Context: an optimization exercise on an open-source flow, tuned for small area, a short achievable clock period and few clock cycles per item. The choices shown serve that exercise and are no tape-out recipe. RTL that was checked went through simulation tests only; none was proved equivalent to the original. Only the layout flow was run in runs 1, 2 and 4; the RTL was not checked for function there.

==> flow/design.v (outline; a module is shown in full before it is edited, if it fits) <==
// module conv_s1: 325 lines
// module conv_s2: 69 lines
// module conv_pipe: 20 lines
// module final_cmp: 129 lines
// module dense_mac: 346 lines
// module cnn_top: 136 lines
module cnn_top (
    clk,
    rst_n,
    start,
    done,
    data_bram_wen, data_bram_addr, data_bram_din,
    weight_bram_wen, weight_bram_addr, weight_bram_din,
    feature_bram_wen, feature_bram_addr, feature_bram_din,
    dense_w_bram_wen, dense_w_bram_addr, dense_w_bram_din,
    final_class_out
);
  // ...
==> flow/run.sh <==
#!/bin/bash
# synth_recipe.tcl (not shown) runs the flow's synth.tcl, then flattens the netlist and writes it again
# the make line also repeats each setting of config.mk as NAME=value (left out here)
make -C /OpenROAD-flow-scripts/flow DESIGN_CONFIG=/design/flow/config.mk WORK_HOME=/design/flow/orfs CLKGATE_MAP_FILE= SYNTH_SCRIPT=/design/flow/synth_recipe.tcl finish
==> flow/config.mk <==
export PLATFORM = sky130hd
export DESIGN_NAME = cnn_top
export DESIGN_NICKNAME = cnn_top
export VERILOG_FILES = /design/flow/design.v
export SDC_FILE = /design/flow/constraint.sdc
export NUM_CORES = 4
export LEC_CHECK = 0
export CAP_MARGIN = 20
export CORE_MARGIN = 2
export CORE_UTILIZATION = 40
export PLACE_DENSITY = 0.6
export SETUP_SLACK_MARGIN = 4.0
export SLEW_MARGIN = 20
==> flow/constraint.sdc <==
create_clock -name core_clock -period 7.0 [get_ports {clk}]
set_input_delay 1.4000 -clock core_clock [delete_from_list [all_inputs] [get_ports {clk}]]
set_output_delay 1.4000 -clock core_clock [all_outputs]
set_load 0.01 [all_outputs]
==> flow_summary_export.csv, run 1 <==
group,metric,value,unit
outcome,outcome,"timing/DRC/antenna clean",
cells_and_area,seq_cells,497,
timing,max_slew_margin,31.8,%
floorplanning,initial_core_util,40.5,%
yosys,synth_top_area_cell,"edfxtp_1",
critical_path,reg2reg_from,"u_conv.r_q[6]$_DFF_P_",
critical_path,arrival,3.65,ns
critical_path,timing.rr.end,"u_conv.feat[4]$_SDFF_PN0_",
critical_path,critical_path_class,"flip-flop to flip-flop",
clock_network,cts_num_sinks,497,
yosys,synth_compound_area_share,9.38,%
cells_and_area,multi_input_cells,1698,
cells_and_area,drive_above_1_share,12.2,%
cells_and_area,final-nonclk-buf-share,2.09,%
detailed_routing,num_vias,19785,
timing,fin_ws,3.83,ns
critical_path,crit_path_start,"u_conv.r_q[6]$_DFF_P_",
timing,setup_viol,0,
timing,timing.final.crit_share,45.3,%
place,placed_cell_area,33200,um2
yosys,synth_top_family_by_area,"adder cells",
clock_network,cts_root_buf,"clkbuf_16",
grt,antenna_found_initial,1,
yosys,avgSynthCellArea,11.3,um2
==> run 2: changes to the inputs <==
--- a/flow/config.mk
+++ b/flow/config.mk
@@ -8,6 +8,6 @@
 export CAP_MARGIN = 20
 export CORE_MARGIN = 2
-export CORE_UTILIZATION = 40
-export PLACE_DENSITY = 0.6
+export CORE_UTILIZATION = 60
+export PLACE_DENSITY = 0.75
 export SETUP_SLACK_MARGIN = 4.0
 export SLEW_MARGIN = 20
==> run 2 against run 1 <==
Still clean on timing, DRC and antenna. Die area down 33%. Critical path depth unchanged. Global-route usage up 7.8 points. Critical endpoint is now u_conv.feat[3]$_SDFF_PN0_.
==> flow_summary_export.csv, run 2 <==
group,metric,value,unit
timing,slew_violations,0,
outcome,outcome,"timing/DRC/antenna clean",
grt,grt_max_degree,38,
critical_path,reg2reg_from,"u_conv.r_q[6]$_DFF_P_",
timing,timing.final.crit_share,46.0,%
critical_path,arrival,3.69,ns
yosys,ys_types,63,
yosys,yosys_warnings,12,
clock_network,cts_tree,"built",
critical_path,timing.rr.end,"u_conv.feat[3]$_SDFF_PN0_",
grt,grt_pass1_wl,113000,um
cells_and_area,layout_common_cells,"441 x inv_1, 325 x fa_1, 276 x a22oi_1",
yosys,yosys_most_used_dff,"dfxtp_1",
timing,hold_viol,0,
yosys,yosys-top-cells-area,"edfxtp_1 23%, fa_1 21%, dfxtp_1 15%",
hold_path,min_from,"w0[2][4]$_DFFE_PP_",
yosys,synth_top_area_share,22.9,%
floorplanning,die_area,55300,um2
clock_network,cts_buffers,51,
yosys,ys_seq_elements,497,
cells_and_area,largest_reg_flops,64,
timing,hold_ws,0.466,ns
yosys,synth_nets,3395,
grt,grt_pass1_vias,21282,
yosys,synth_area,32000,um2
yosys,seq_area_frac_synth,38.8,%
cells_and_area,area_growth,9.52,%
floorplanning,core_area,52700,um2
hold_path,hold_path_class,"flip-flop to flip-flop",
yosys,avgSynthCellArea,11.3,um2
clock_network,cts_num_sinks,497,
cells_and_area,final_common_cell,"inv_1",
timing,max_slew_margin,23.4,%
detailed_routing,drc,0,
cells_and_area,antenna_cells,0,
critical_path,critical_path_required,7.47,ns
clock_network,clk-insertion-delay-late,0.64,ns
flow_run,drv_cap,0,
yosys,synthArstFlopShare,1.01,%
grt,antenna_found_initial,0,
clock_network,htreeDepth,2,
yosys,synth_cells,2827,
timing,fin_skew,0.0533,ns
critical_path,r2r_slack,3.78,ns
critical_path,critPathLaunchType,"flip-flop",
timing,setup_viol,0,
floorplanning,initial_core_util,60.8,%
critical_path,ff2ff_path_depth,13,
clock_network,cts.clk_slew.worst_paths,0.07,ns
yosys,post-synth-top-count-cell,"inv_1",
detailed_routing,drtIter0Drc,1441,
floorplanning,die_h,235,um
place,io_buffer_count,45,
cells_and_area,drive_above_1_share,11.1,%
cells_and_area,largestRegisters,"x (64), u_conv.r_q (60)",
timing,rsz0062_at_grt,"yes",
timing,fin_crit,3.22,ns
detailed_routing,num_vias,20054,
detailed_routing,ant_nets,0,
floorplanning,core.rowCount,84,
clock_network,cts_root_buf,"clkbuf_16",
critical_path,cp-end-kind,"flip-flop",
grt,grt-ovfl-total,0,
cells_and_area,fin_area,35100,um2
clock_network,cts_hold_buf,0,
cells_and_area,regMostFlops,"x",
detailed_routing,totalWireLength,70400,um
timing,fmax,310,MHz
floorplanning,io_pins,76,
hold_path,worst_hold_path.endpoint,"a0[4]$_DFF_P_",
place,post-dp-hpwl,50700,um
yosys,synth_edf_count,244,
detailed_routing,wire_per_inst,20.1,um
detailed_routing,dr.pass1.iters,6,
clock_network,cts_buffer_depth,3,
hold_path,hold_depth,2,
floorplanning,die_x,235,um
place,placed_cell_area,32800,um2
yosys,synth_common_cells,"449 x inv_1, 329 x fa_1, 276 x a22oi_1",
yosys,synth_top_area_cell,"edfxtp_1",
critical_path,cp_max_fo,8,
cells_and_area,layout.nets,3349,
timing,worst_pin_slew,1.15,ns
timing,tns,0,ns
critical_path,critical_path_class,"flip-flop to flip-flop",
place,gp_congestion,0.905,
grt,grtUsageTotal,25.7,%
detailed_routing,vias_per_cell,5.71,
## run 2: worst max-delay path, stage by stage (launching register included)
cell and delay, ns:
dfxtp_2 0.32, inv_2 0.03, fa_1 0.49, fa_1 0.54, inv_2 0.06, fa_2 0.37
a211oi_4 0.26, o211ai_2 0.14, nand3_2 0.12, a31o_4 0.17, a21oi_4 0.06, a21oi_4 0.24
buf_12 0.18, nor3_1 0.06
## run 2: layout make-up
cell class / instances / area (um2)
Clock buffer: 82 / 1510
Tap cell: 688 / 861
Timing Repair Buffer: 81 / 855
Sequential cell: 497 / 12500
Clock inverter: 14 / 173
Multi-Input combinational cell: 1698 / 17500
Fill cell: 3810 / 17600
Inverter: 452 / 1710
## run 2: worst max-delay path by stage
stage,start,endpoint,slack (ns),cells past startpoint
after floorplan,wsel[2]$_DFF_P_,c2a[9]$_DFF_P_,3.99,10
after global placement,wsel[2]$_DFF_P_,c2a[19]$_DFF_P_,3.36,8
after detailed placement,wsel[2]$_DFF_P_,c1a[9]$_DFF_P_,3.29,7
after CTS,u_conv.r_q[4]$_DFF_P_,u_conv.feat[3]$_SDFF_PN0_,3.78,13
after global routing,u_conv.r_q[6]$_DFF_P_,u_conv.feat[3]$_SDFF_PN0_,3.69,13
final,u_conv.r_q[6]$_DFF_P_,u_conv.feat[3]$_SDFF_PN0_,3.78,13
## run 2: per-stage QoR
stage | instances | util, % | worst slack (ns)
floorplan | 2827 | - | 3.99
global placement | 3389 | 62.2 | 3.36
detailed placement | 3390 | 62.2 | 3.29
CTS | 3499 | 66.0 | 3.78
global route | 3512 | 66.6 | 3.69
finish | 3512 | 66.6 | 3.78
## run 2: logic make-up (layout without fill, tap and decap cells)
| group | Yosys count | in the layout | share of synthesized area, % |
|---|---|---|---|
| buffers and inverters | 632 | 629 | 7.47 |
| DFF | 497 | 497 | 38.8 |
| adders and majority gates | 495 | 495 | 27.0 |
| AOI/OAI and AO/OA | 420 | 420 | 9.38 |
| and+or+nand+nor | 400 | 400 | 6.33 |
| xor gates and xnor gates | 312 | 312 | 8.55 |
| muxes | 71 | 71 | 2.48 |
## run 2: layer usage
layer,wire (um),track usage (%),vias up
li1,-,-,9188
met1,29000,34.1,10053
met2,35500,43.9,703
met3,4410,3.74,110
met4,1550,7.86,0
met5,0,0,-
## run 2: what timing repair did
item	in CTS	in global routing
gates cloned	1	2
setup buffers	12	11
pin swaps	13	28
setup endpoints to repair	105	55
gates resized for setup	55	68
==> module cnn_top, before the edit <==
module cnn_top (
    clk,
    rst_n,
    start,
    done,
    data_bram_wen, data_bram_addr, data_bram_din,
    weight_bram_wen, weight_bram_addr, weight_bram_din,
    feature_bram_wen, feature_bram_addr, feature_bram_din,
    dense_w_bram_wen, dense_w_bram_addr, dense_w_bram_din,
    final_class_out
);
    input             clk;
    input             rst_n;
    input             start;
    output reg        done;
    input             data_bram_wen;
    input      [3:0]  data_bram_addr;
    input      [7:0]  data_bram_din;
    input             weight_bram_wen;
    input      [3:0]  weight_bram_addr;
    input      [7:0]  weight_bram_din;
    input             feature_bram_wen;
    input      [4:0]  feature_bram_addr;
    input      [23:0] feature_bram_din;
    input             dense_w_bram_wen;
    input      [4:0]  dense_w_bram_addr;
    input      [7:0]  dense_w_bram_din;
    output reg [1:0]  final_class_out;
    reg [3:0] cnt;                  
    wire busy = (cnt != 4'd0);
    always @(posedge clk or negedge rst_n) begin
        if (!rst_n) begin
            cnt  <= 4'd0;
            done <= 1'b0;
        end else begin
            if (!busy)
                cnt <= start ? 4'd1 : 4'd0;
            else
                cnt <= (cnt == 4'd10) ? 4'd0 : cnt + 4'd1;
            done <= (cnt == 4'd9);
        end
    end
    wire rot_x = busy && (cnt <= 4'd8);
    function [11:0] benc8;
        input [7:0] v;
        reg [8:0] b;
        integer j;
        begin
            b = {v, 1'b0};
            for (j = 0; j < 4; j = j + 1) begin
                benc8[3*j]   = b[2*j+1] ^ b[2*j];
                benc8[3*j+1] = (b[2*j+2] & ~b[2*j+1] & ~b[2*j]) |
                               (~b[2*j+2] & b[2*j+1] & b[2*j]);
                benc8[3*j+2] = b[2*j+2];
            end
        end
    endfunction
    reg [7:0] x [0:7];
    reg [11:0] k [0:2];             
    reg [7:0] w0 [0:5];
    reg [7:0] w1 [0:5];
    reg [7:0] w2 [0:5];
    integer i;
    always @(posedge clk) begin
        for (i = 0; i < 8; i = i + 1)
            if (data_bram_wen && data_bram_addr == i)
                x[i] <= data_bram_din;
            else if (rot_x)
                x[i] <= x[(i + 1) % 8];
        for (i = 0; i < 3; i = i + 1)
            if (weight_bram_wen && weight_bram_addr == i)
                k[i] <= benc8(weight_bram_din);
        for (i = 0; i < 6; i = i + 1) begin
            if (dense_w_bram_wen && dense_w_bram_addr == i)
                w0[i] <= dense_w_bram_din;
            if (dense_w_bram_wen && dense_w_bram_addr == i + 6)
                w1[i] <= dense_w_bram_din;
            if (dense_w_bram_wen && dense_w_bram_addr == i + 12)
                w2[i] <= dense_w_bram_din;
        end
    end
    wire [15:0] feat;
    conv_pipe u_conv (.clk(clk), .x0(x[0]), .x1(x[1]), .x2(x[2]),
                      .k0(k[0]), .k1(k[1]), .k2(k[2]), .feat(feat));
    reg [5:0] wsel;                 
    always @(posedge clk)
        for (i = 0; i < 6; i = i + 1)
            wsel[i] <= (cnt == i);
    reg [7:0] a0, a1, a2;
    always @(posedge clk) begin : colsel
        reg [7:0] m0, m1, m2;
        m0 = 8'd0; m1 = 8'd0; m2 = 8'd0;
        for (i = 0; i < 6; i = i + 1) begin
            m0 = m0 | ({8{wsel[i]}} & w0[i]);
            m1 = m1 | ({8{wsel[i]}} & w1[i]);
            m2 = m2 | ({8{wsel[i]}} & w2[i]);
        end
        a0 <= m0; a1 <= m1; a2 <= m2;
    end
    wire [8:0] da = {a1[7], a1} - {a0[7], a0};
    wire [8:0] db = {a0[7], a0} - {a2[7], a2};
    function [14:0] benc;           
        input [8:0] v;
        reg [10:0] b;
        integer j;
        begin
            b = {v[8], v, 1'b0};
            for (j = 0; j < 5; j = j + 1) begin
                benc[3*j]   = b[2*j+1] ^ b[2*j];
                benc[3*j+1] = (b[2*j+2] & ~b[2*j+1] & ~b[2*j]) |
                              (~b[2*j+2] & b[2*j+1] & b[2*j]);
                benc[3*j+2] = b[2*j+2];
            end
        end
    endfunction
    reg [14:0] ea, eb;
    always @(posedge clk) begin
        ea <= benc(da);
        eb <= benc(db);
    end
    reg  [27:0] s1, c1a, s2, c2a;
    wire [27:0] ns1, nc1, ns2, nc2;
    reg first;                      
    always @(posedge clk)
        first <= (cnt == 4'd2);
    dense_mac #(.INIT(-1)) u_d1 (.f(feat), .de(ea), .first(first), .as(s1), .ac(c1a), .ns(ns1), .nc(nc1));
    dense_mac u_d2 (.f(feat), .de(eb), .first(first), .as(s2), .ac(c2a), .ns(ns2), .nc(nc2));
    always @(posedge clk) begin
        s1 <= ns1; c1a <= nc1;
        s2 <= ns2; c2a <= nc2;
    end
    wire [1:0] cls;
    final_cmp u_f (.s1(s1), .c1(c1a), .s2(s2), .c2(c2a), .cls(cls));
    always @(posedge clk)           
        final_class_out <= cls;
endmodule
==> run 3: changes to the inputs <==
--- a/flow/design.v
+++ b/flow/design.v
@@ -393,24 +393,4 @@
   assign feat = sum[16] ? 16'd0 : sum[15:0];
 endmodule
-module conv_pipe (
-    input clk,
-    input [7:0] x0,
-    input [7:0] x1,
-    input [7:0] x2,
-    input [11:0] k0,
-    input [11:0] k1,
-    input [11:0] k2,
-    output reg [15:0] feat
-);
-  wire [60:0] r;
-  reg [60:0] r_q;
-  wire [15:0] feat_d;
-  conv_s1 u_s1 (.x0(x0), .x1(x1), .x2(x2), .k0(k0), .k1(k1), .k2(k2), .r(r));
-  conv_s2 u_s2 (.r(r_q), .feat(feat_d));
-  always @(posedge clk) begin
-    r_q <= r;
-    feat <= feat_d;
-  end
-endmodule
 module final_cmp (
     input [27:0] s1,
@@ -970,7 +950,16 @@
         end
     end
-    wire [15:0] feat;
-    conv_pipe u_conv (.clk(clk), .x0(x[0]), .x1(x[1]), .x2(x[2]),
-                      .k0(k[0]), .k1(k[1]), .k2(k[2]), .feat(feat));
+    localparam C1_W = 61;           
+    wire [C1_W-1:0] c1;
+    reg  [C1_W-1:0] c1_q;
+    wire [15:0] feat_d;
+    reg  [15:0] feat;
+    conv_s1 u_c1 (.x0(x[0]), .x1(x[1]), .x2(x[2]),
+                  .k0(k[0]), .k1(k[1]), .k2(k[2]), .r(c1));
+    conv_s2 u_c2 (.r(c1_q), .feat(feat_d));
+    always @(posedge clk) begin
+        c1_q <= c1;
+        feat <= feat_d;
+    end
     reg [5:0] wsel;                 
     always @(posedge clk)
==> run 3 against run 2 <==
Still clean. Die area decreased by 0.40%. Cell count increased by 0.34%. Flip-flop and latch count unchanged. Clock skew decreased by 0.015 ns. Synthesized cell count decreased by 0.11%. Cell area increased by 0.63%. Count of clock-buffer cells in the layout decreased by 13. Register-to-register slack got worse by 0.04 ns. Via count increased by 0.14%. Critical path type unchanged.
==> flow_summary_export.csv, run 3 <==
group,metric,value,unit
yosys,post-synth-top-count-cell,"inv_1",
outcome,outcome,"timing/DRC/antenna clean",
place,io_buffer_count,45,
place,pre_cts_ws,3.28,ns
detailed_routing,vias_per_cell,5.70,
critical_path,slowest_delay,0.49,ns
yosys,synth_top_area_cell,"edfxtp_1",
yosys,synth_edf_count,244,
floorplanning,initial_core_util,60.7,%
clock_network,cts_root_buf,"clkbuf_16",
detailed_routing,num_vias,20083,
yosys,synthArstFlopShare,1.01,%
cells_and_area,regMostFlops,"x",
cells_and_area,stdcell_count,3524,
cells_and_area,final_common_cell,"inv_1",
floorplanning,die_x,235,um
yosys,yosys_warnings,11,
yosys,synth_top_area_share,23.0,%
place,post-dp-hpwl,50200,um
floorplanning,core_area,52600,um2
place,placed_cell_area,32700,um2
floorplanning,die_h,235,um
yosys,seq_area_frac_synth,38.9,%
grt,grt_pass1_vias,21457,
cells_and_area,largest_reg_flops,64,
cells_and_area,fillers,3791,
detailed_routing,drtIter0Drc,1626,
critical_path,path_cells,"inv_1, fa_1, fa_1, inv_1, ha_1, nand3_4, nor4_4, and2_4, o31a_1, o31ai_2, o21a_1, a21boi_2",
timing,slew_violations,0,
cells_and_area,layout.nets,3363,
critical_path,cp_max_fo,3,
grt,grt-ovfl-total,0,
hold_path,worst_hold_path.endpoint,"a0[3]$_DFF_P_",
timing,max_slew_margin,23.7,%
cells_and_area,fin_area,35300,um2
timing,setup_viol,0,
clock_network,cts_buffers,51,
clock_network,htreeDepth,2,
place,gp_congestion,0.916,
detailed_routing,ant_nets,0,
timing,hold_ws,0.475,ns
critical_path,reg2reg_from,"s1[26]$_DFF_P_",
critical_path,critical_path_class,"flip-flop to flip-flop",
cells_and_area,antenna_cells,0,
cells_and_area,layout_common_cells,"435 x inv_1, 324 x fa_1, 276 x a22oi_1",
critical_path,ff2ff_path_depth,12,
clock_network,cts_tree,"built",
clock_network,cts_num_sinks,497,
timing,rsz0062_at_grt,"yes",
yosys,synth_cells,2824,
timing,worst_pin_slew,1.14,ns
clock_network,cts.clk_slew.worst_paths,0.06,ns
detailed_routing,dr.pass1.iters,5,
critical_path,r2r_slack,3.74,ns
yosys,yosys-top-cells-area,"edfxtp_1 23%, fa_1 21%, dfxtp_1 16%",
detailed_routing,topRoutingLayerUsed,"met4",
timing,hold_viol,0,
floorplanning,die_area,55000,um2
yosys,synth_area,31900,um2
yosys,yosys_most_used_dff,"dfxtp_1",
clock_network,clk-insertion-delay-late,0.63,ns
timing,fin_ws,3.74,ns
yosys,avgSynthCellArea,11.3,um2
detailed_routing,totalWireLength,70700,um
grt,grtUsageTotal,25.8,%
grt,antenna_found_initial,0,
critical_path,timing.rr.end,"final_class_out[1]$_SDFF_PP0_",
timing,tns,0,ns
cells_and_area,utilization,67.2,%
cells_and_area,drive_above_1_share,12.8,%
yosys,ys_seq_elements,497,
yosys,synth_nets,3392,
grt,grt_max_degree,57,
critical_path,critical_path_required,7.51,ns
detailed_routing,wire_per_inst,20.1,um
critical_path,critPathLaunchType,"flip-flop",
hold_path,hold_path_class,"flip-flop to flip-flop",
floorplanning,io_pins,76,
cells_and_area,area_growth,10.7,%
cells_and_area,largestRegisters,"x (64), c1_q (60)",
detailed_routing,drc,0,
grt,grt_pass1_wl,113000,um
critical_path,cp_slowest_cell,"fa_1",
detailed_routing,dr_wl_met2,35800,um
hold_path,hold_depth,2,
timing,timing.final.crit_share,46.6,%
clock_network,cts_buffer_depth,3,
critical_path,arrival,3.78,ns
hold_path,min_from,"w0[2][3]$_DFFE_PP_",
timing,fin_skew,0.0378,ns
yosys,synth_common_cells,"450 x inv_1, 329 x fa_1, 276 x a22oi_1",
detailed_routing,wl_met3,4510,um
timing,fmax,307,MHz
flow_run,drv_cap,0,
yosys,ys_types,56,
critical_path,cp-end-kind,"flip-flop",
place,place_inst,3387,
detailed_routing,wl_met1,28300,um
timing,fin_crit,3.26,ns
floorplanning,core.rowCount,84,
[run 3: cell types whose count changed in the layout (fill, tap and decap cells not counted), moves of 6 or more]
cell	previous run	this run
a21o_1	21	11
a21oi_1	36	30
buf_4	27	41
clkbuf_1	18	11
clkinv_1	0	7
dfxtp_1	199	172
dfxtp_2	32	59
inv_1	441	435
inv_2	8	15
nand2_1	90	97
o21ai_1	5	13
[run 3: how the worst max path moves through the flow]
| stage | start | to | slack, ns |
|---|---|---|---|
| floorplan | c1_q[30]$_DFF_P_ | feat[13]$_SDFF_PN0_ | 3.94 |
| global placement | s1[24]$_DFF_P_ | final_class_out[1]$_SDFF_PP0_ | 3.29 |
| detailed placement | s1[26]$_DFF_P_ | final_class_out[1]$_SDFF_PP0_ | 3.28 |
| CTS | s1[16]$_DFF_P_ | final_class_out[1]$_SDFF_PP0_ | 3.65 |
| global route | s1[1]$_DFF_P_ | final_class_out[1]$_SDFF_PP0_ | 3.61 |
| finish | s1[26]$_DFF_P_ | final_class_out[1]$_SDFF_PP0_ | 3.74 |
[run 3: layout make-up]
class                   count  area (um2)  share of cell area [%]
inverters                 453        1710                    4.83
clock buffers              69        1430                    4.04
clock inverters            25         352                   0.996
well taps                 688         861                    2.44
flip-flops and latches    497       12600                    35.6
multi-input cells        1696       17500                    49.5
repair buffers             96         940                    2.66
[run 3: kinds of logic (layout without fill, tap and decap cells)]
kind of cell / Yosys count / in the layout / share of synthesized area [%]
mux: 69 / 69 / 2.42
xor+xnor: 316 / 316 / 8.67
buf+inv: 632 / 643 / 7.44
compound gates: 420 / 421 / 9.28
simple gates: 395 / 395 / 6.12
fa+ha+maj: 495 / 495 / 27.1
flops: 497 / 497 / 38.9
[run 3: what timing repair did]
action / CTS / global route
pin swaps: 34 / 33
gates cloned: 1 / 2
setup endpoints to repair: 93 / 55
setup buffers: 22 / 17
endpoints found under the hold margin: 0 / 0
hold buffers: 0 / 0
gates resized for setup: 86 / 78
[run 3: metal layers]
layer  up-vias  global-route usage, %
met4         0                   8.46
li1       9206                      -
met1     10075                   32.6
met3       130                   4.49
met5         -                      0
met2       672                   44.9
[run 3: critical path: cells and delay by family, from the launching register on]
| kind | cells | cell delay, ns |
|---|---|---|
| compound gates | 4 | 0.67 |
| buf+inv | 2 | 0.11 |
| flops | 1 | 0.35 |
| simple gates | 3 | 0.70 |
| fa+ha+maj | 3 | 1.30 |
Testbench counts of run 3, summed over its fixed seeds: cycles 5,760, inferences 320.
==> module conv_s1, before the edit <==
module conv_s1 (
    input [7:0] x0,
    input [7:0] x1,
    input [7:0] x2,
    input [11:0] k0,
    input [11:0] k1,
    input [11:0] k2,
    output [60:0] r
);
  wire p1 = (k0[0] & x0[0]) ^ k0[2];
  wire p2 = ((k0[0] & x0[1]) | (k0[1] & x0[0])) ^ k0[2];
  wire p3 = ((k0[0] & x0[2]) | (k0[1] & x0[1])) ^ k0[2];
  wire p4 = ((k0[0] & x0[3]) | (k0[1] & x0[2])) ^ k0[2];
  wire p5 = ((k0[0] & x0[4]) | (k0[1] & x0[3])) ^ k0[2];
  wire p6 = ((k0[0] & x0[5]) | (k0[1] & x0[4])) ^ k0[2];
  wire p7 = ((k0[0] & x0[6]) | (k0[1] & x0[5])) ^ k0[2];
  wire p8 = ((k0[0] & x0[7]) | (k0[1] & x0[6])) ^ k0[2];
  wire p9 = ((k0[0] & x0[7]) | (k0[1] & x0[7])) ^ k0[2];
  wire p10 = ~p9;
  wire p11 = (k0[3] & x0[0]) ^ k0[5];
  wire p12 = ((k0[3] & x0[1]) | (k0[4] & x0[0])) ^ k0[5];
  wire p13 = ((k0[3] & x0[2]) | (k0[4] & x0[1])) ^ k0[5];
  wire p14 = ((k0[3] & x0[3]) | (k0[4] & x0[2])) ^ k0[5];
  wire p15 = ((k0[3] & x0[4]) | (k0[4] & x0[3])) ^ k0[5];
  wire p16 = ((k0[3] & x0[5]) | (k0[4] & x0[4])) ^ k0[5];
  wire p17 = ((k0[3] & x0[6]) | (k0[4] & x0[5])) ^ k0[5];
  wire p18 = ((k0[3] & x0[7]) | (k0[4] & x0[6])) ^ k0[5];
  wire p19 = ((k0[3] & x0[7]) | (k0[4] & x0[7])) ^ k0[5];
  wire p20 = ~p19;
  wire p21 = (k0[6] & x0[0]) ^ k0[8];
  wire p22 = ((k0[6] & x0[1]) | (k0[7] & x0[0])) ^ k0[8];
  wire p23 = ((k0[6] & x0[2]) | (k0[7] & x0[1])) ^ k0[8];
  wire p24 = ((k0[6] & x0[3]) | (k0[7] & x0[2])) ^ k0[8];
  wire p25 = ((k0[6] & x0[4]) | (k0[7] & x0[3])) ^ k0[8];
  wire p26 = ((k0[6] & x0[5]) | (k0[7] & x0[4])) ^ k0[8];
  wire p27 = ((k0[6] & x0[6]) | (k0[7] & x0[5])) ^ k0[8];
  wire p28 = ((k0[6] & x0[7]) | (k0[7] & x0[6])) ^ k0[8];
  wire p29 = ((k0[6] & x0[7]) | (k0[7] & x0[7])) ^ k0[8];
  wire p30 = ~p29;
  wire p31 = (k0[9] & x0[0]) ^ k0[11];
  wire p32 = ((k0[9] & x0[1]) | (k0[10] & x0[0])) ^ k0[11];
  wire p33 = ((k0[9] & x0[2]) | (k0[10] & x0[1])) ^ k0[11];
  wire p34 = ((k0[9] & x0[3]) | (k0[10] & x0[2])) ^ k0[11];
  wire p35 = ((k0[9] & x0[4]) | (k0[10] & x0[3])) ^ k0[11];
  wire p36 = ((k0[9] & x0[5]) | (k0[10] & x0[4])) ^ k0[11];
  wire p37 = ((k0[9] & x0[6]) | (k0[10] & x0[5])) ^ k0[11];
  wire p38 = ((k0[9] & x0[7]) | (k0[10] & x0[6])) ^ k0[11];
  wire p39 = ((k0[9] & x0[7]) | (k0[10] & x0[7])) ^ k0[11];
  wire p40 = ~p39;
  wire p41 = (k1[0] & x1[0]) ^ k1[2];
  wire p42 = ((k1[0] & x1[1]) | (k1[1] & x1[0])) ^ k1[2];
  wire p43 = ((k1[0] & x1[2]) | (k1[1] & x1[1])) ^ k1[2];
  wire p44 = ((k1[0] & x1[3]) | (k1[1] & x1[2])) ^ k1[2];
  wire p45 = ((k1[0] & x1[4]) | (k1[1] & x1[3])) ^ k1[2];
  wire p46 = ((k1[0] & x1[5]) | (k1[1] & x1[4])) ^ k1[2];
  wire p47 = ((k1[0] & x1[6]) | (k1[1] & x1[5])) ^ k1[2];
  wire p48 = ((k1[0] & x1[7]) | (k1[1] & x1[6])) ^ k1[2];
  wire p49 = ((k1[0] & x1[7]) | (k1[1] & x1[7])) ^ k1[2];
  wire p50 = ~p49;
  wire p51 = (k1[3] & x1[0]) ^ k1[5];
  wire p52 = ((k1[3] & x1[1]) | (k1[4] & x1[0])) ^ k1[5];
  wire p53 = ((k1[3] & x1[2]) | (k1[4] & x1[1])) ^ k1[5];
  wire p54 = ((k1[3] & x1[3]) | (k1[4] & x1[2])) ^ k1[5];
  wire p55 = ((k1[3] & x1[4]) | (k1[4] & x1[3])) ^ k1[5];
  wire p56 = ((k1[3] & x1[5]) | (k1[4] & x1[4])) ^ k1[5];
  wire p57 = ((k1[3] & x1[6]) | (k1[4] & x1[5])) ^ k1[5];
  wire p58 = ((k1[3] & x1[7]) | (k1[4] & x1[6])) ^ k1[5];
  wire p59 = ((k1[3] & x1[7]) | (k1[4] & x1[7])) ^ k1[5];
  wire p60 = ~p59;
  wire p61 = (k1[6] & x1[0]) ^ k1[8];
  wire p62 = ((k1[6] & x1[1]) | (k1[7] & x1[0])) ^ k1[8];
  wire p63 = ((k1[6] & x1[2]) | (k1[7] & x1[1])) ^ k1[8];
  wire p64 = ((k1[6] & x1[3]) | (k1[7] & x1[2])) ^ k1[8];
  wire p65 = ((k1[6] & x1[4]) | (k1[7] & x1[3])) ^ k1[8];
  wire p66 = ((k1[6] & x1[5]) | (k1[7] & x1[4])) ^ k1[8];
  wire p67 = ((k1[6] & x1[6]) | (k1[7] & x1[5])) ^ k1[8];
  wire p68 = ((k1[6] & x1[7]) | (k1[7] & x1[6])) ^ k1[8];
  wire p69 = ((k1[6] & x1[7]) | (k1[7] & x1[7])) ^ k1[8];
  wire p70 = ~p69;
  wire p71 = (k1[9] & x1[0]) ^ k1[11];
  wire p72 = ((k1[9] & x1[1]) | (k1[10] & x1[0])) ^ k1[11];
  wire p73 = ((k1[9] & x1[2]) | (k1[10] & x1[1])) ^ k1[11];
  wire p74 = ((k1[9] & x1[3]) | (k1[10] & x1[2])) ^ k1[11];
  wire p75 = ((k1[9] & x1[4]) | (k1[10] & x1[3])) ^ k1[11];
  wire p76 = ((k1[9] & x1[5]) | (k1[10] & x1[4])) ^ k1[11];
  wire p77 = ((k1[9] & x1[6]) | (k1[10] & x1[5])) ^ k1[11];
  wire p78 = ((k1[9] & x1[7]) | (k1[10] & x1[6])) ^ k1[11];
  wire p79 = ((k1[9] & x1[7]) | (k1[10] & x1[7])) ^ k1[11];
  wire p80 = ~p79;
  wire p81 = (k2[0] & x2[0]) ^ k2[2];
  wire p82 = ((k2[0] & x2[1]) | (k2[1] & x2[0])) ^ k2[2];
  wire p83 = ((k2[0] & x2[2]) | (k2[1] & x2[1])) ^ k2[2];
  wire p84 = ((k2[0] & x2[3]) | (k2[1] & x2[2])) ^ k2[2];
  wire p85 = ((k2[0] & x2[4]) | (k2[1] & x2[3])) ^ k2[2];
  wire p86 = ((k2[0] & x2[5]) | (k2[1] & x2[4])) ^ k2[2];
  wire p87 = ((k2[0] & x2[6]) | (k2[1] & x2[5])) ^ k2[2];
  wire p88 = ((k2[0] & x2[7]) | (k2[1] & x2[6])) ^ k2[2];
  wire p89 = ((k2[0] & x2[7]) | (k2[1] & x2[7])) ^ k2[2];
  wire p90 = ~p89;
  wire p91 = (k2[3] & x2[0]) ^ k2[5];
  wire p92 = ((k2[3] & x2[1]) | (k2[4] & x2[0])) ^ k2[5];
  wire p93 = ((k2[3] & x2[2]) | (k2[4] & x2[1])) ^ k2[5];
  wire p94 = ((k2[3] & x2[3]) | (k2[4] & x2[2])) ^ k2[5];
  wire p95 = ((k2[3] & x2[4]) | (k2[4] & x2[3])) ^ k2[5];
  wire p96 = ((k2[3] & x2[5]) | (k2[4] & x2[4])) ^ k2[5];
  wire p97 = ((k2[3] & x2[6]) | (k2[4] & x2[5])) ^ k2[5];
  wire p98 = ((k2[3] & x2[7]) | (k2[4] & x2[6])) ^ k2[5];
  wire p99 = ((k2[3] & x2[7]) | (k2[4] & x2[7])) ^ k2[5];
  wire p100 = ~p99;
  wire p101 = (k2[6] & x2[0]) ^ k2[8];
  wire p102 = ((k2[6] & x2[1]) | (k2[7] & x2[0])) ^ k2[8];
  wire p103 = ((k2[6] & x2[2]) | (k2[7] & x2[1])) ^ k2[8];
  wire p104 = ((k2[6] & x2[3]) | (k2[7] & x2[2])) ^ k2[8];
  wire p105 = ((k2[6] & x2[4]) | (k2[7] & x2[3])) ^ k2[8];
  wire p106 = ((k2[6] & x2[5]) | (k2[7] & x2[4])) ^ k2[8];
  wire p107 = ((k2[6] & x2[6]) | (k2[7] & x2[5])) ^ k2[8];
  wire p108 = ((k2[6] & x2[7]) | (k2[7] & x2[6])) ^ k2[8];
  wire p109 = ((k2[6] & x2[7]) | (k2[7] & x2[7])) ^ k2[8];
  wire p110 = ~p109;
  wire p111 = (k2[9] & x2[0]) ^ k2[11];
  wire p112 = ((k2[9] & x2[1]) | (k2[10] & x2[0])) ^ k2[11];
  wire p113 = ((k2[9] & x2[2]) | (k2[10] & x2[1])) ^ k2[11];
  wire p114 = ((k2[9] & x2[3]) | (k2[10] & x2[2])) ^ k2[11];
  wire p115 = ((k2[9] & x2[4]) | (k2[10] & x2[3])) ^ k2[11];
  wire p116 = ((k2[9] & x2[5]) | (k2[10] & x2[4])) ^ k2[11];
  wire p117 = ((k2[9] & x2[6]) | (k2[10] & x2[5])) ^ k2[11];
  wire p118 = ((k2[9] & x2[7]) | (k2[10] & x2[6])) ^ k2[11];
  wire p119 = ((k2[9] & x2[7]) | (k2[10] & x2[7])) ^ k2[11];
  wire p120 = ~p119;
  wire s121 = k0[11] ^ k1[11] ^ k2[11];
  wire c122 = (k0[11] & k1[11]) | (k0[11] & k2[11]) | (k1[11] & k2[11]);
  wire s123 = k0[8] ^ k1[8] ^ k2[8];
  wire c124 = (k0[8] & k1[8]) | (k0[8] & k2[8]) | (k1[8] & k2[8]);
  wire s125 = p5 ^ p13;
  wire c126 = p5 & p13;
  wire s127 = p6 ^ p14 ^ p22;
  wire c128 = (p6 & p14) | (p6 & p22) | (p14 & p22);
  wire s129 = p7 ^ p15 ^ p23;
  wire c130 = (p7 & p15) | (p7 & p23) | (p15 & p23);
  wire s131 = p31 ^ p47 ^ p55;
  wire c132 = (p31 & p47) | (p31 & p55) | (p47 & p55);
  wire s133 = p63 ^ p71;
  wire c134 = p63 & p71;
  wire s135 = p8 ^ p16 ^ p24;
  wire c136 = (p8 & p16) | (p8 & p24) | (p16 & p24);
  wire s137 = p32 ^ p48 ^ p56;
  wire c138 = (p32 & p48) | (p32 & p56) | (p48 & p56);
  wire s139 = p64 ^ p72 ^ p88;
  wire c140 = (p64 & p72) | (p64 & p88) | (p72 & p88);
  wire s141 = p96 ^ p104;
  wire c142 = p96 & p104;
  wire s143 = 1'b1 ^ p10 ^ p17;
  wire c144 = (1'b1 & p10) | (1'b1 & p17) | (p10 & p17);
  wire s145 = p25 ^ p33 ^ p50;
  wire c146 = (p25 & p33) | (p25 & p50) | (p33 & p50);
  wire s147 = p57 ^ p65 ^ p73;
  wire c148 = (p57 & p65) | (p57 & p73) | (p65 & p73);
  wire s149 = p90 ^ p97 ^ p105;
  wire c150 = (p90 & p97) | (p90 & p105) | (p97 & p105);
  wire s151 = p18 ^ p26 ^ p34;
  wire c152 = (p18 & p26) | (p18 & p34) | (p26 & p34);
  wire s153 = p58 ^ p66 ^ p74;
  wire c154 = (p58 & p66) | (p58 & p74) | (p66 & p74);
  wire s155 = p20 ^ p27 ^ p35;
  wire c156 = (p20 & p27) | (p20 & p35) | (p27 & p35);
  wire s157 = k0[5] ^ k1[5] ^ k2[5];
  wire c158 = (k0[5] & k1[5]) | (k0[5] & k2[5]) | (k1[5] & k2[5]);
  wire s159 = p3 ^ p11;
  wire c160 = p3 & p11;
  wire s161 = p4 ^ p12 ^ p44;
  wire c162 = (p4 & p12) | (p4 & p44) | (p12 & p44);
  wire s163 = p21 ^ p45 ^ p53;
  wire c164 = (p21 & p45) | (p21 & p53) | (p45 & p53);
  wire s165 = p61 ^ p85 ^ p93;
  wire c166 = (p61 & p85) | (p61 & p93) | (p85 & p93);
  wire s167 = p46 ^ p54 ^ p62;
  wire c168 = (p46 & p54) | (p46 & p62) | (p54 & p62);
  wire s169 = p86 ^ p94 ^ p102;
  wire c170 = (p86 & p94) | (p86 & p102) | (p94 & p102);
  wire s171 = c126 ^ c124;
  wire c172 = c126 & c124;
  wire s173 = p87 ^ p95 ^ p103;
  wire c174 = (p87 & p95) | (p87 & p103) | (p95 & p103);
  wire s175 = p111 ^ s133 ^ s121;
  wire c176 = (p111 & s133) | (p111 & s121) | (s133 & s121);
  wire s177 = c128 ^ s129 ^ s131;
  wire c178 = (c128 & s129) | (c128 & s131) | (s129 & s131);
  wire s179 = p112 ^ c134 ^ c122;
  wire c180 = (p112 & c134) | (p112 & c122) | (c134 & c122);
  wire s181 = s141 ^ c130 ^ c132;
  wire c182 = (s141 & c130) | (s141 & c132) | (c130 & c132);
  wire s183 = s135 ^ s137 ^ s139;
  wire c184 = (s135 & s137) | (s135 & s139) | (s137 & s139);
  wire s185 = p113 ^ c142 ^ c136;
  wire c186 = (p113 & c142) | (p113 & c136) | (c142 & c136);
  wire s187 = c138 ^ c140 ^ s143;
  wire c188 = (c138 & c140) | (c138 & s143) | (c140 & s143);
  wire s189 = s145 ^ s147 ^ s149;
  wire c190 = (s145 & s147) | (s145 & s149) | (s147 & s149);
  wire s191 = p98 ^ p106 ^ p114;
  wire c192 = (p98 & p106) | (p98 & p114) | (p106 & p114);
  wire s193 = c144 ^ c146 ^ c148;
  wire c194 = (c144 & c146) | (c144 & c148) | (c146 & c148);
  wire s195 = c150 ^ s151 ^ s153;
  wire c196 = (c150 & s151) | (c150 & s153) | (s151 & s153);
  wire s197 = p60 ^ p67 ^ p75;
  wire c198 = (p60 & p67) | (p60 & p75) | (p67 & p75);
  wire s199 = p100 ^ p107 ^ p115;
  wire c200 = (p100 & p107) | (p100 & p115) | (p107 & p115);
  wire s201 = c152 ^ c154 ^ s155;
  wire c202 = (c152 & c154) | (c152 & s155) | (c154 & s155);
  wire s203 = p28 ^ p36 ^ p68;
  wire c204 = (p28 & p36) | (p28 & p68) | (p36 & p68);
  wire s205 = p76 ^ p108 ^ p116;
  wire c206 = (p76 & p108) | (p76 & p116) | (p108 & p116);
  wire s207 = p30 ^ p37 ^ p70;
  wire c208 = (p30 & p37) | (p30 & p70) | (p37 & p70);
  wire s209 = k0[2] ^ k1[2] ^ k2[2];
  wire c210 = (k0[2] & k1[2]) | (k0[2] & k2[2]) | (k1[2] & k2[2]);
  wire s211 = p43 ^ p51 ^ p83;
  wire c212 = (p43 & p51) | (p43 & p83) | (p51 & p83);
  wire s213 = p52 ^ p84 ^ p92;
  wire c214 = (p52 & p84) | (p52 & p92) | (p84 & p92);
  wire s215 = c160 ^ c158;
  wire c216 = c160 & c158;
  wire s217 = p101 ^ s123 ^ s125;
  wire c218 = (p101 & s123) | (p101 & s125) | (s123 & s125);
  wire s219 = c162 ^ s163 ^ s165;
  wire c220 = (c162 & s163) | (c162 & s165) | (s163 & s165);
  wire s221 = c164 ^ c166 ^ s167;
  wire c222 = (c164 & c166) | (c164 & s167) | (c166 & s167);
  wire s223 = s169 ^ s127 ^ s171;
  wire c224 = (s169 & s127) | (s169 & s171) | (s127 & s171);
  wire s225 = c168 ^ c170 ^ s173;
  wire c226 = (c168 & c170) | (c168 & s173) | (c170 & s173);
  wire s227 = c172 ^ s175 ^ s177;
  wire c228 = (c172 & s175) | (c172 & s177) | (s175 & s177);
  wire s229 = c174 ^ c176 ^ s179;
  wire c230 = (c174 & c176) | (c174 & s179) | (c176 & s179);
  wire s231 = c178 ^ s181 ^ s183;
  wire c232 = (c178 & s181) | (c178 & s183) | (s181 & s183);
  wire s233 = c180 ^ c182 ^ c184;
  wire c234 = (c180 & c182) | (c180 & c184) | (c182 & c184);
  wire s235 = s185 ^ s187 ^ s189;
  wire c236 = (s185 & s187) | (s185 & s189) | (s187 & s189);
  wire s237 = s191 ^ c186 ^ c188;
  wire c238 = (s191 & c186) | (s191 & c188) | (c186 & c188);
  wire s239 = c190 ^ s193 ^ s195;
  wire c240 = (c190 & s193) | (c190 & s195) | (s193 & s195);
  wire s241 = c192 ^ s197 ^ s199;
  wire c242 = (c192 & s197) | (c192 & s199) | (s197 & s199);
  wire s243 = c194 ^ c196 ^ s201;
  wire c244 = (c194 & c196) | (c194 & s201) | (c196 & s201);
  wire s245 = c198 ^ c200 ^ c156;
  wire c246 = (c198 & c200) | (c198 & c156) | (c200 & c156);
  wire s247 = s203 ^ s205 ^ c202;
  wire c248 = (s203 & s205) | (s203 & c202) | (s205 & c202);
  wire s249 = p77 ^ p110 ^ p117;
  wire c250 = (p77 & p110) | (p77 & p117) | (p110 & p117);
  wire s251 = c204 ^ c206 ^ s207;
  wire c252 = (c204 & c206) | (c204 & s207) | (c206 & s207);
  wire s253 = p38 ^ p78 ^ p118;
  wire c254 = (p38 & p78) | (p38 & p118) | (p78 & p118);
  assign r[0] = s209;
  assign r[1] = p1;
  assign r[2] = p41;
  assign r[3] = p81;
  assign r[4] = c210;
  assign r[5] = p2;
  assign r[6] = p42;
  assign r[7] = p82;
  assign r[8] = s211;
  assign r[9] = p91;
  assign r[10] = s157;
  assign r[11] = s159;
  assign r[12] = c212;
  assign r[13] = s213;
  assign r[14] = s215;
  assign r[15] = s161;
  assign r[16] = c214;
  assign r[17] = c216;
  assign r[18] = s217;
  assign r[19] = s219;
  assign r[20] = c218;
  assign r[21] = c220;
  assign r[22] = s221;
  assign r[23] = s223;
  assign r[24] = c222;
  assign r[25] = c224;
  assign r[26] = s225;
  assign r[27] = s227;
  assign r[28] = c226;
  assign r[29] = c228;
  assign r[30] = s229;
  assign r[31] = s231;
  assign r[32] = c230;
  assign r[33] = c232;
  assign r[34] = s233;
  assign r[35] = s235;
  assign r[36] = c234;
  assign r[37] = c236;
  assign r[38] = s237;
  assign r[39] = s239;
  assign r[40] = c238;
  assign r[41] = c240;
  assign r[42] = s241;
  assign r[43] = s243;
  assign r[44] = c242;
  assign r[45] = c244;
  assign r[46] = s245;
  assign r[47] = s247;
  assign r[48] = c246;
  assign r[49] = c248;
  assign r[50] = s249;
  assign r[51] = s251;
  assign r[52] = c250;
  assign r[53] = c252;
  assign r[54] = s253;
  assign r[55] = c208;
  assign r[56] = c254;
  assign r[57] = p40;
  assign r[58] = p80;
  assign r[59] = p120;
  assign r[60] = 1'b1;
endmodule
==> module conv_s2, before the edit <==
module conv_s2 (
    input [60:0] r,
    output [15:0] feat
);
  wire s255 = r[0] ^ r[1];
  wire c256 = r[0] & r[1];
  wire s257 = r[4] ^ r[5] ^ r[6];
  wire c258 = (r[4] & r[5]) | (r[4] & r[6]) | (r[5] & r[6]);
  wire s259 = r[8] ^ r[9] ^ r[10];
  wire c260 = (r[8] & r[9]) | (r[8] & r[10]) | (r[9] & r[10]);
  wire s261 = r[12] ^ r[13] ^ r[14];
  wire c262 = (r[12] & r[13]) | (r[12] & r[14]) | (r[13] & r[14]);
  wire s263 = r[16] ^ r[17] ^ r[18];
  wire c264 = (r[16] & r[17]) | (r[16] & r[18]) | (r[17] & r[18]);
  wire s265 = r[20] ^ r[21] ^ r[22];
  wire c266 = (r[20] & r[21]) | (r[20] & r[22]) | (r[21] & r[22]);
  wire s267 = r[24] ^ r[25] ^ r[26];
  wire c268 = (r[24] & r[25]) | (r[24] & r[26]) | (r[25] & r[26]);
  wire s269 = r[28] ^ r[29] ^ r[30];
  wire c270 = (r[28] & r[29]) | (r[28] & r[30]) | (r[29] & r[30]);
  wire s271 = r[32] ^ r[33] ^ r[34];
  wire c272 = (r[32] & r[33]) | (r[32] & r[34]) | (r[33] & r[34]);
  wire s273 = r[36] ^ r[37] ^ r[38];
  wire c274 = (r[36] & r[37]) | (r[36] & r[38]) | (r[37] & r[38]);
  wire s275 = r[40] ^ r[41] ^ r[42];
  wire c276 = (r[40] & r[41]) | (r[40] & r[42]) | (r[41] & r[42]);
  wire s277 = r[44] ^ r[45] ^ r[46];
  wire c278 = (r[44] & r[45]) | (r[44] & r[46]) | (r[45] & r[46]);
  wire s279 = r[48] ^ r[49] ^ r[50];
  wire c280 = (r[48] & r[49]) | (r[48] & r[50]) | (r[49] & r[50]);
  wire s281 = r[52] ^ r[53] ^ r[54];
  wire c282 = (r[52] & r[53]) | (r[52] & r[54]) | (r[53] & r[54]);
  wire s283 = r[56] ^ r[57] ^ r[58];
  wire c284 = (r[56] & r[57]) | (r[56] & r[58]) | (r[57] & r[58]);
  wire s285 = r[2] ^ r[3];
  wire c286 = r[2] & r[3];
  wire s287 = r[7] ^ c256 ^ s257;
  wire c288 = (r[7] & c256) | (r[7] & s257) | (c256 & s257);
  wire s289 = r[11] ^ c258 ^ s259;
  wire c290 = (r[11] & c258) | (r[11] & s259) | (c258 & s259);
  wire s291 = r[15] ^ c260 ^ s261;
  wire c292 = (r[15] & c260) | (r[15] & s261) | (c260 & s261);
  wire s293 = r[19] ^ c262 ^ s263;
  wire c294 = (r[19] & c262) | (r[19] & s263) | (c262 & s263);
  wire s295 = r[23] ^ c264 ^ s265;
  wire c296 = (r[23] & c264) | (r[23] & s265) | (c264 & s265);
  wire s297 = r[27] ^ c266 ^ s267;
  wire c298 = (r[27] & c266) | (r[27] & s267) | (c266 & s267);
  wire s299 = r[31] ^ c268 ^ s269;
  wire c300 = (r[31] & c268) | (r[31] & s269) | (c268 & s269);
  wire s301 = r[35] ^ c270 ^ s271;
  wire c302 = (r[35] & c270) | (r[35] & s271) | (c270 & s271);
  wire s303 = r[39] ^ c272 ^ s273;
  wire c304 = (r[39] & c272) | (r[39] & s273) | (c272 & s273);
  wire s305 = r[43] ^ c274 ^ s275;
  wire c306 = (r[43] & c274) | (r[43] & s275) | (c274 & s275);
  wire s307 = r[47] ^ c276 ^ s277;
  wire c308 = (r[47] & c276) | (r[47] & s277) | (c276 & s277);
  wire s309 = r[51] ^ c278 ^ s279;
  wire c310 = (r[51] & c278) | (r[51] & s279) | (c278 & s279);
  wire s311 = r[55] ^ c280 ^ s281;
  wire c312 = (r[55] & c280) | (r[55] & s281) | (c280 & s281);
  wire s313 = r[59] ^ c282 ^ s283;
  wire c314 = (r[59] & c282) | (r[59] & s283) | (c282 & s283);
  wire [16:0] ra = {r[60], c314, c312, c310, c308, c306, c304, c302, c300, c298, c296, c294, c292, c290, c288, c286, s285};
  wire [16:0] rb = {1'b0, c284, s313, s311, s309, s307, s305, s303, s301, s299, s297, s295, s293, s291, s289, s287, s255};
  wire [16:0] sum = ra + rb;
  assign feat = sum[16] ? 16'd0 : sum[15:0];
endmodule
==> run 4: changes to the inputs <==
--- a/flow/design.v
+++ b/flow/design.v
@@ -6,5 +6,5 @@
     input [11:0] k1,
     input [11:0] k2,
-    output [60:0] r
+    output [46:0] r
 );
   wire p1 = (k0[0] & x0[0]) ^ k0[2];
@@ -262,132 +262,118 @@
   wire s253 = p38 ^ p78 ^ p118;
   wire c254 = (p38 & p78) | (p38 & p118) | (p78 & p118);
-  assign r[0] = s209;
-  assign r[1] = p1;
-  assign r[2] = p41;
-  assign r[3] = p81;
-  assign r[4] = c210;
-  assign r[5] = p2;
-  assign r[6] = p42;
-  assign r[7] = p82;
+  wire s255 = p1 ^ p41;
+  wire c256 = p1 & p41;
+  wire s257 = p2 ^ p42 ^ p82;
+  wire c258 = (p2 & p42) | (p2 & p82) | (p42 & p82);
+  wire s259 = p91 ^ s157 ^ s159;
+  wire c260 = (p91 & s157) | (p91 & s159) | (s157 & s159);
+  wire s261 = c212 ^ s213 ^ s161;
+  wire c262 = (c212 & s213) | (c212 & s161) | (s213 & s161);
+  wire s263 = c214 ^ c216 ^ s217;
+  wire c264 = (c214 & c216) | (c214 & s217) | (c216 & s217);
+  wire s265 = c218 ^ c220 ^ s221;
+  wire c266 = (c218 & c220) | (c218 & s221) | (c220 & s221);
+  wire s267 = c222 ^ s225 ^ c224;
+  wire c268 = (c222 & s225) | (c222 & c224) | (s225 & c224);
+  wire s269 = c226 ^ s229 ^ c228;
+  wire c270 = (c226 & s229) | (c226 & c228) | (s229 & c228);
+  wire s271 = c230 ^ c232 ^ s233;
+  wire c272 = (c230 & c232) | (c230 & s233) | (c232 & s233);
+  wire s273 = c234 ^ c236 ^ s237;
+  wire c274 = (c234 & c236) | (c234 & s237) | (c236 & s237);
+  wire s275 = s241 ^ c238 ^ c240;
+  wire c276 = (s241 & c238) | (s241 & c240) | (c238 & c240);
+  wire s277 = c242 ^ s245 ^ c244;
+  wire c278 = (c242 & s245) | (c242 & c244) | (s245 & c244);
+  wire s279 = s249 ^ c246 ^ s251;
+  wire c280 = (s249 & c246) | (s249 & s251) | (c246 & s251);
+  wire s281 = c250 ^ c208 ^ s253;
+  wire c282 = (c250 & c208) | (c250 & s253) | (c208 & s253);
+  wire s283 = p40 ^ p80 ^ p120;
+  wire c284 = (p40 & p80) | (p40 & p120) | (p80 & p120);
+  assign r[0] = s255;
+  assign r[1] = p81;
+  assign r[2] = s209;
+  assign r[3] = c256;
+  assign r[4] = s257;
+  assign r[5] = c210;
+  assign r[6] = c258;
+  assign r[7] = s259;
   assign r[8] = s211;
-  assign r[9] = p91;
-  assign r[10] = s157;
-  assign r[11] = s159;
-  assign r[12] = c212;
-  assign r[13] = s213;
-  assign r[14] = s215;
-  assign r[15] = s161;
-  assign r[16] = c214;
-  assign r[17] = c216;
-  assign r[18] = s217;
-  assign r[19] = s219;
-  assign r[20] = c218;
-  assign r[21] = c220;
-  assign r[22] = s221;
-  assign r[23] = s223;
-  assign r[24] = c222;
-  assign r[25] = c224;
-  assign r[26] = s225;
-  assign r[27] = s227;
-  assign r[28] = c226;
-  assign r[29] = c228;
-  assign r[30] = s229;
-  assign r[31] = s231;
-  assign r[32] = c230;
-  assign r[33] = c232;
-  assign r[34] = s233;
-  assign r[35] = s235;
-  assign r[36] = c234;
-  assign r[37] = c236;
-  assign r[38] = s237;
-  assign r[39] = s239;
-  assign r[40] = c238;
-  assign r[41] = c240;
-  assign r[42] = s241;
-  assign r[43] = s243;
-  assign r[44] = c242;
-  assign r[45] = c244;
-  assign r[46] = s245;
-  assign r[47] = s247;
-  assign r[48] = c246;
-  assign r[49] = c248;
-  assign r[50] = s249;
-  assign r[51] = s251;
-  assign r[52] = c250;
-  assign r[53] = c252;
-  assign r[54] = s253;
-  assign r[55] = c208;
-  assign r[56] = c254;
-  assign r[57] = p40;
-  assign r[58] = p80;
-  assign r[59] = p120;
-  assign r[60] = 1'b1;
+  assign r[9] = c260;
+  assign r[10] = s261;
+  assign r[11] = s215;
+  assign r[12] = c262;
+  assign r[13] = s263;
+  assign r[14] = s219;
+  assign r[15] = c264;
+  assign r[16] = s265;
+  assign r[17] = s223;
+  assign r[18] = c266;
+  assign r[19] = s267;
+  assign r[20] = s227;
+  assign r[21] = c268;
+  assign r[22] = s269;
+  assign r[23] = s231;
+  assign r[24] = c270;
+  assign r[25] = s271;
+  assign r[26] = s235;
+  assign r[27] = c272;
+  assign r[28] = s273;
+  assign r[29] = s239;
+  assign r[30] = c274;
+  assign r[31] = s275;
+  assign r[32] = s243;
+  assign r[33] = c276;
+  assign r[34] = s277;
+  assign r[35] = s247;
+  assign r[36] = c278;
+  assign r[37] = s279;
+  assign r[38] = c248;
+  assign r[39] = c280;
+  assign r[40] = s281;
+  assign r[41] = c252;
+  assign r[42] = c282;
+  assign r[43] = s283;
+  assign r[44] = c254;
+  assign r[45] = c284;
+  assign r[46] = 1'b1;
 endmodule
 module conv_s2 (
-    input [60:0] r,
+    input [46:0] r,
     output [15:0] feat
 );
-  wire s255 = r[0] ^ r[1];
-  wire c256 = r[0] & r[1];
-  wire s257 = r[4] ^ r[5] ^ r[6];
-  wire c258 = (r[4] & r[5]) | (r[4] & r[6]) | (r[5] & r[6]);
-  wire s259 = r[8] ^ r[9] ^ r[10];
-  wire c260 = (r[8] & r[9]) | (r[8] & r[10]) | (r[9] & r[10]);
-  wire s261 = r[12] ^ r[13] ^ r[14];
-  wire c262 = (r[12] & r[13]) | (r[12] & r[14]) | (r[13] & r[14]);
-  wire s263 = r[16] ^ r[17] ^ r[18];
-  wire c264 = (r[16] & r[17]) | (r[16] & r[18]) | (r[17] & r[18]);
-  wire s265 = r[20] ^ r[21] ^ r[22];
-  wire c266 = (r[20] & r[21]) | (r[20] & r[22]) | (r[21] & r[22]);
-  wire s267 = r[24] ^ r[25] ^ r[26];
-  wire c268 = (r[24] & r[25]) | (r[24] & r[26]) | (r[25] & r[26]);
-  wire s269 = r[28] ^ r[29] ^ r[30];
-  wire c270 = (r[28] & r[29]) | (r[28] & r[30]) | (r[29] & r[30]);
-  wire s271 = r[32] ^ r[33] ^ r[34];
-  wire c272 = (r[32] & r[33]) | (r[32] & r[34]) | (r[33] & r[34]);
-  wire s273 = r[36] ^ r[37] ^ r[38];
-  wire c274 = (r[36] & r[37]) | (r[36] & r[38]) | (r[37] & r[38]);
-  wire s275 = r[40] ^ r[41] ^ r[42];
-  wire c276 = (r[40] & r[41]) | (r[40] & r[42]) | (r[41] & r[42]);
-  wire s277 = r[44] ^ r[45] ^ r[46];
-  wire c278 = (r[44] & r[45]) | (r[44] & r[46]) | (r[45] & r[46]);
-  wire s279 = r[48] ^ r[49] ^ r[50];
-  wire c280 = (r[48] & r[49]) | (r[48] & r[50]) | (r[49] & r[50]);
-  wire s281 = r[52] ^ r[53] ^ r[54];
-  wire c282 = (r[52] & r[53]) | (r[52] & r[54]) | (r[53] & r[54]);
-  wire s283 = r[56] ^ r[57] ^ r[58];
-  wire c284 = (r[56] & r[57]) | (r[56] & r[58]) | (r[57] & r[58]);
-  wire s285 = r[2] ^ r[3];
-  wire c286 = r[2] & r[3];
-  wire s287 = r[7] ^ c256 ^ s257;
-  wire c288 = (r[7] & c256) | (r[7] & s257) | (c256 & s257);
-  wire s289 = r[11] ^ c258 ^ s259;
-  wire c290 = (r[11] & c258) | (r[11] & s259) | (c258 & s259);
-  wire s291 = r[15] ^ c260 ^ s261;
-  wire c292 = (r[15] & c260) | (r[15] & s261) | (c260 & s261);
-  wire s293 = r[19] ^ c262 ^ s263;
-  wire c294 = (r[19] & c262) | (r[19] & s263) | (c262 & s263);
-  wire s295 = r[23] ^ c264 ^ s265;
-  wire c296 = (r[23] & c264) | (r[23] & s265) | (c264 & s265);
-  wire s297 = r[27] ^ c266 ^ s267;
-  wire c298 = (r[27] & c266) | (r[27] & s267) | (c266 & s267);
-  wire s299 = r[31] ^ c268 ^ s269;
-  wire c300 = (r[31] & c268) | (r[31] & s269) | (c268 & s269);
-  wire s301 = r[35] ^ c270 ^ s271;
-  wire c302 = (r[35] & c270) | (r[35] & s271) | (c270 & s271);
-  wire s303 = r[39] ^ c272 ^ s273;
-  wire c304 = (r[39] & c272) | (r[39] & s273) | (c272 & s273);
-  wire s305 = r[43] ^ c274 ^ s275;
-  wire c306 = (r[43] & c274) | (r[43] & s275) | (c274 & s275);
-  wire s307 = r[47] ^ c276 ^ s277;
-  wire c308 = (r[47] & c276) | (r[47] & s277) | (c276 & s277);
-  wire s309 = r[51] ^ c278 ^ s279;
-  wire c310 = (r[51] & c278) | (r[51] & s279) | (c278 & s279);
-  wire s311 = r[55] ^ c280 ^ s281;
-  wire c312 = (r[55] & c280) | (r[55] & s281) | (c280 & s281);
-  wire s313 = r[59] ^ c282 ^ s283;
-  wire c314 = (r[59] & c282) | (r[59] & s283) | (c282 & s283);
-  wire [16:0] ra = {r[60], c314, c312, c310, c308, c306, c304, c302, c300, c298, c296, c294, c292, c290, c288, c286, s285};
-  wire [16:0] rb = {1'b0, c284, s313, s311, s309, s307, s305, s303, s301, s299, s297, s295, s293, s291, s289, s287, s255};
+  wire s285 = r[0] ^ r[1];
+  wire c286 = r[0] & r[1];
+  wire s287 = r[3] ^ r[4] ^ r[5];
+  wire c288 = (r[3] & r[4]) | (r[3] & r[5]) | (r[4] & r[5]);
+  wire s289 = r[6] ^ r[7] ^ r[8];
+  wire c290 = (r[6] & r[7]) | (r[6] & r[8]) | (r[7] & r[8]);
+  wire s291 = r[9] ^ r[10] ^ r[11];
+  wire c292 = (r[9] & r[10]) | (r[9] & r[11]) | (r[10] & r[11]);
+  wire s293 = r[12] ^ r[13] ^ r[14];
+  wire c294 = (r[12] & r[13]) | (r[12] & r[14]) | (r[13] & r[14]);
+  wire s295 = r[15] ^ r[16] ^ r[17];
+  wire c296 = (r[15] & r[16]) | (r[15] & r[17]) | (r[16] & r[17]);
+  wire s297 = r[18] ^ r[19] ^ r[20];
+  wire c298 = (r[18] & r[19]) | (r[18] & r[20]) | (r[19] & r[20]);
+  wire s299 = r[21] ^ r[22] ^ r[23];
+  wire c300 = (r[21] & r[22]) | (r[21] & r[23]) | (r[22] & r[23]);
+  wire s301 = r[24] ^ r[25] ^ r[26];
+  wire c302 = (r[24] & r[25]) | (r[24] & r[26]) | (r[25] & r[26]);
+  wire s303 = r[27] ^ r[28] ^ r[29];
+  wire c304 = (r[27] & r[28]) | (r[27] & r[29]) | (r[28] & r[29]);
+  wire s305 = r[30] ^ r[31] ^ r[32];
+  wire c306 = (r[30] & r[31]) | (r[30] & r[32]) | (r[31] & r[32]);
+  wire s307 = r[33] ^ r[34] ^ r[35];
+  wire c308 = (r[33] & r[34]) | (r[33] & r[35]) | (r[34] & r[35]);
+  wire s309 = r[36] ^ r[37] ^ r[38];
+  wire c310 = (r[36] & r[37]) | (r[36] & r[38]) | (r[37] & r[38]);
+  wire s311 = r[39] ^ r[40] ^ r[41];
+  wire c312 = (r[39] & r[40]) | (r[39] & r[41]) | (r[40] & r[41]);
+  wire s313 = r[42] ^ r[43] ^ r[44];
+  wire c314 = (r[42] & r[43]) | (r[42] & r[44]) | (r[43] & r[44]);
+  wire [16:0] ra = {r[46], c314, c312, c310, c308, c306, c304, c302, c300, c298, c296, c294, c292, c290, c288, c286, s285};
+  wire [16:0] rb = {1'b0, r[45], s313, s311, s309, s307, s305, s303, s301, s299, s297, s295, s293, s291, s289, s287, r[2]};
   wire [16:0] sum = ra + rb;
   assign feat = sum[16] ? 16'd0 : sum[15:0];
@@ -950,5 +936,5 @@
         end
     end
-    localparam C1_W = 61;           
+    localparam C1_W = 47;           
     wire [C1_W-1:0] c1;
     reg  [C1_W-1:0] c1_q;
==> run 4 against run 3 <==
Count of clock-buffer cells in the layout decreased by 1. Routed wire length rose by 8.6%. Clock skew increased by 0.036 ns. Core utilization increased by 2.1 points. Cell area rose by 3.2%. Hold slack worse by 0.0047 ns. Register-to-register slack better by 0.09 ns. Area after synthesis decreased by 0.25%. Largest cell class unchanged.
==> flow_summary_export.csv, run 4 <==
group,metric,value,unit
detailed_routing,vias_per_cell,5.90,
yosys,synth_nets,3380,
outcome,outcome,"timing/DRC/antenna clean",
timing,setup_viol,0,
clock_network,cts_num_sinks,483,
timing,worst_pin_slew,1.16,ns
detailed_routing,totalWireLength,76800,um
timing,fmax,316,MHz
clock_network,cts_tree,"built",
critical_path,cp_max_fo,3,
floorplanning,die_x,234,um
cells_and_area,drive_above_1_share,18.8,%
clock_network,cts_root_buf,"clkbuf_16",
cells_and_area,regMostFlops,"x",
yosys,synth_top_area_share,23.0,%
cells_and_area,layout_common_cells,"401 x inv_1, 296 x fa_1, 253 x a22oi_1",
yosys,seq_area_frac_synth,38.1,%
timing,hold_viol,0,
timing,fin_crit,3.17,ns
floorplanning,initial_core_util,60.6,%
timing,fin_skew,0.0738,ns
yosys,ys_types,70,
grt,grtUsageTotal,27.4,%
yosys,synth_cells,2812,
detailed_routing,wl_met1,29400,um
yosys,avgSynthCellArea,11.3,um2
cells_and_area,fin_area,36400,um2
detailed_routing,topRoutingLayerUsed,"met4",
clock_network,cts.clk_slew.worst_paths,0.06,ns
flow_run,drv_cap,0,
floorplanning,io_pins,76,
cells_and_area,antenna_cells,0,
cells_and_area,final_common_cell,"inv_1",
floorplanning,core_area,52600,um2
detailed_routing,drtIter0Drc,1877,
grt,grt_pass1_vias,21929,
yosys,synth_top_area_cell,"edfxtp_1",
yosys,yosys-top-cells-area,"edfxtp_1 23%, fa_1 21%, dfxtp_1 15%",
detailed_routing,drc,0,
clock_network,cts_hold_buf,0,
clock_network,cts_buffers,50,
place,io_buffer_count,45,
yosys,ys_seq_elements,483,
timing,hold_ws,0.471,ns
floorplanning,die_h,234,um
clock_network,clk-insertion-delay-late,0.65,ns
yosys,synthArstFlopShare,1.04,%
timing,slew_violations,0,
detailed_routing,num_vias,21421,
detailed_routing,wire_per_inst,21.1,um
timing,max_slew_margin,22.4,%
grt,grt_pass1_wl,117000,um
timing,rsz0062_at_grt,"yes",
yosys,synth_edf_count,244,
critical_path,critical_path_required,7.55,ns
yosys,yosys_warnings,11,
floorplanning,core.rowCount,84,
cells_and_area,area_growth,14.5,%
detailed_routing,ant_nets,0,
place,placed_cell_area,32500,um2
yosys,synth_area,31800,um2
timing,tns,0,ns
clock_network,htreeDepth,2,
clock_network,cts_buffer_depth,3,
critical_path,arrival,3.72,ns
place,gp_congestion,0.887,
detailed_routing,dr.pass1.iters,8,
hold_path,hold_path_class,"flip-flop to flip-flop",
[run 4: cell types whose count changed in the layout (fill, tap and decap cells not counted), moves of 23 or more]
cell | before | now
buf_4 | 41 | 154
inv_1 | 435 | 401
fa_1 | 324 | 296
fa_2 | 5 | 33
dfxtp_2 | 59 | 34
xnor2_1 | 239 | 215
a22oi_1 | 276 | 253
a22oi_2 | 0 | 23
[run 4: cell type report]
class	count	area (um2)
inverters	431	1620
flip-flops and latches	483	12300
repair buffers	220	2020
well taps	688	861
clock buffers	68	1440
clock inverters	26	277
fillers	3579	16100
multi-input cells	1717	18000
[run 4: cell families (layout without fill, tap and decap cells)]
group / Yosys count / count (layout) / share of synthesized area [%]
buffers and inverters: 612 / 745 / 7.28
adder cells (fa/ha/maj): 495 / 495 / 27.2
multiplexers: 69 / 69 / 2.43
AND/OR/NAND/NOR: 398 / 398 / 6.31
AO/OA/AOI/OAI: 449 / 449 / 10.2
flip-flops: 483 / 483 / 38.1
XOR/XNOR: 306 / 306 / 8.42
[run 4: repair_timing]
action | in CTS | in global routing
setup endpoints to repair | 110 | 53
resized for setup | 76 | 153
buffers inserted | 78 | 82
cloned | 5 | 3
pin swaps | 14 | 66
[run 4: through the flow]
| stage | std cells | setup slack (ns) | util (%) |
|---|---|---|---|
| 2_1_floorplan | 2812 | 3.99 | - |
| 3_3_place_gp | 3371 | 3.27 | 61.9 |
| 3_5_place_dp | 3371 | 3.22 | 61.9 |
| 4_1_cts | 3548 | 3.84 | 67.0 |
| 5_1_grt | 3633 | 3.74 | 69.3 |
| 6_report | 3633 | 3.83 | 69.3 |
[run 4: worst max-delay path, cell delays in order, from the launching register on]
cell	delay (ns)
dfxtp_4	0.36
inv_2	0.05
fa_2	0.54
inv_1	0.05
fa_1	0.50
ha_4	0.30
nand2_2	0.06
or3_4	0.42
nor4_4	0.36
nand2_1	0.12
o2bb2ai_2	0.18
a2bb2oi_1	0.15
[run 4: final timing paths]
kind	start	to	slack [ns]	cells past startpoint
setup / recovery	s1[22]$_DFF_P_	final_class_out[1]$_SDFF_PP0_	3.83	11
hold / removal	w0[2][4]$_DFFE_PP_	a0[4]$_DFF_P_	0.47	2
setup reg to reg	s1[22]$_DFF_P_	final_class_out[1]$_SDFF_PP0_	3.83	11
hold reg to reg	w0[2][4]$_DFFE_PP_	a0[4]$_DFF_P_	0.47	2
max in group asynchronous	rst_n	cnt[3]$_DFF_PN0_	5.84	1
min in group asynchronous	rst_n	cnt[1]$_DFF_PN0_	0.96	1
[run 4: metal layers]
metal  global-route usage [%]  up-vias
li1                         -     9521
met1                     34.8    10685
met2                     47.0      977
met3                     4.54      238
met4                     11.0        0
met5                        0        -

re-timing with driven ports:
In the flow no input, the clock included, has a driving cell. The finished layouts below were timed again as built, in two steps.
Step 1: set_driving_cell puts a clkbuf_16 on clk and a buf_2 on each other input, an assumption about the parent block.
Step 2 adds t to the input delays and takes it off the output delays; t is the mean of the earliest and latest rising clock arrival at the registers after step 1. Input paths then give back, and output paths get back, about the clock's delay inside the block.
Slacks: ideal / step 1 / step 2; pairs: ideal / step 1.
run	t, ns	slack for setup (ns)	hold slack, ns	latest minus earliest clock arrival (ns)	slew at the worst register clock pin (ns)
run 1	0.673	3.830 / 3.830 / 3.485	0.463 / 0.463 / 0.463	0.052 / 0.052	0.06 / 0.06
run 2	0.666	3.778 / 3.778 / 3.466	0.466 / 0.466 / 0.466	0.055 / 0.055	0.07 / 0.07
run 3	0.673	3.738 / 3.738 / 3.498	0.475 / 0.475 / 0.475	0.041 / 0.041	0.07 / 0.07
run 4	0.677	3.832 / 3.832 / 3.507	0.471 / 0.471 / 0.471	0.081 / 0.081	0.07 / 0.07
After both steps setup and hold are still met in every run listed. The setup slack of run 1, which loses most, moves by 0.000 ns with the drivers and by -0.345 ns with both steps.
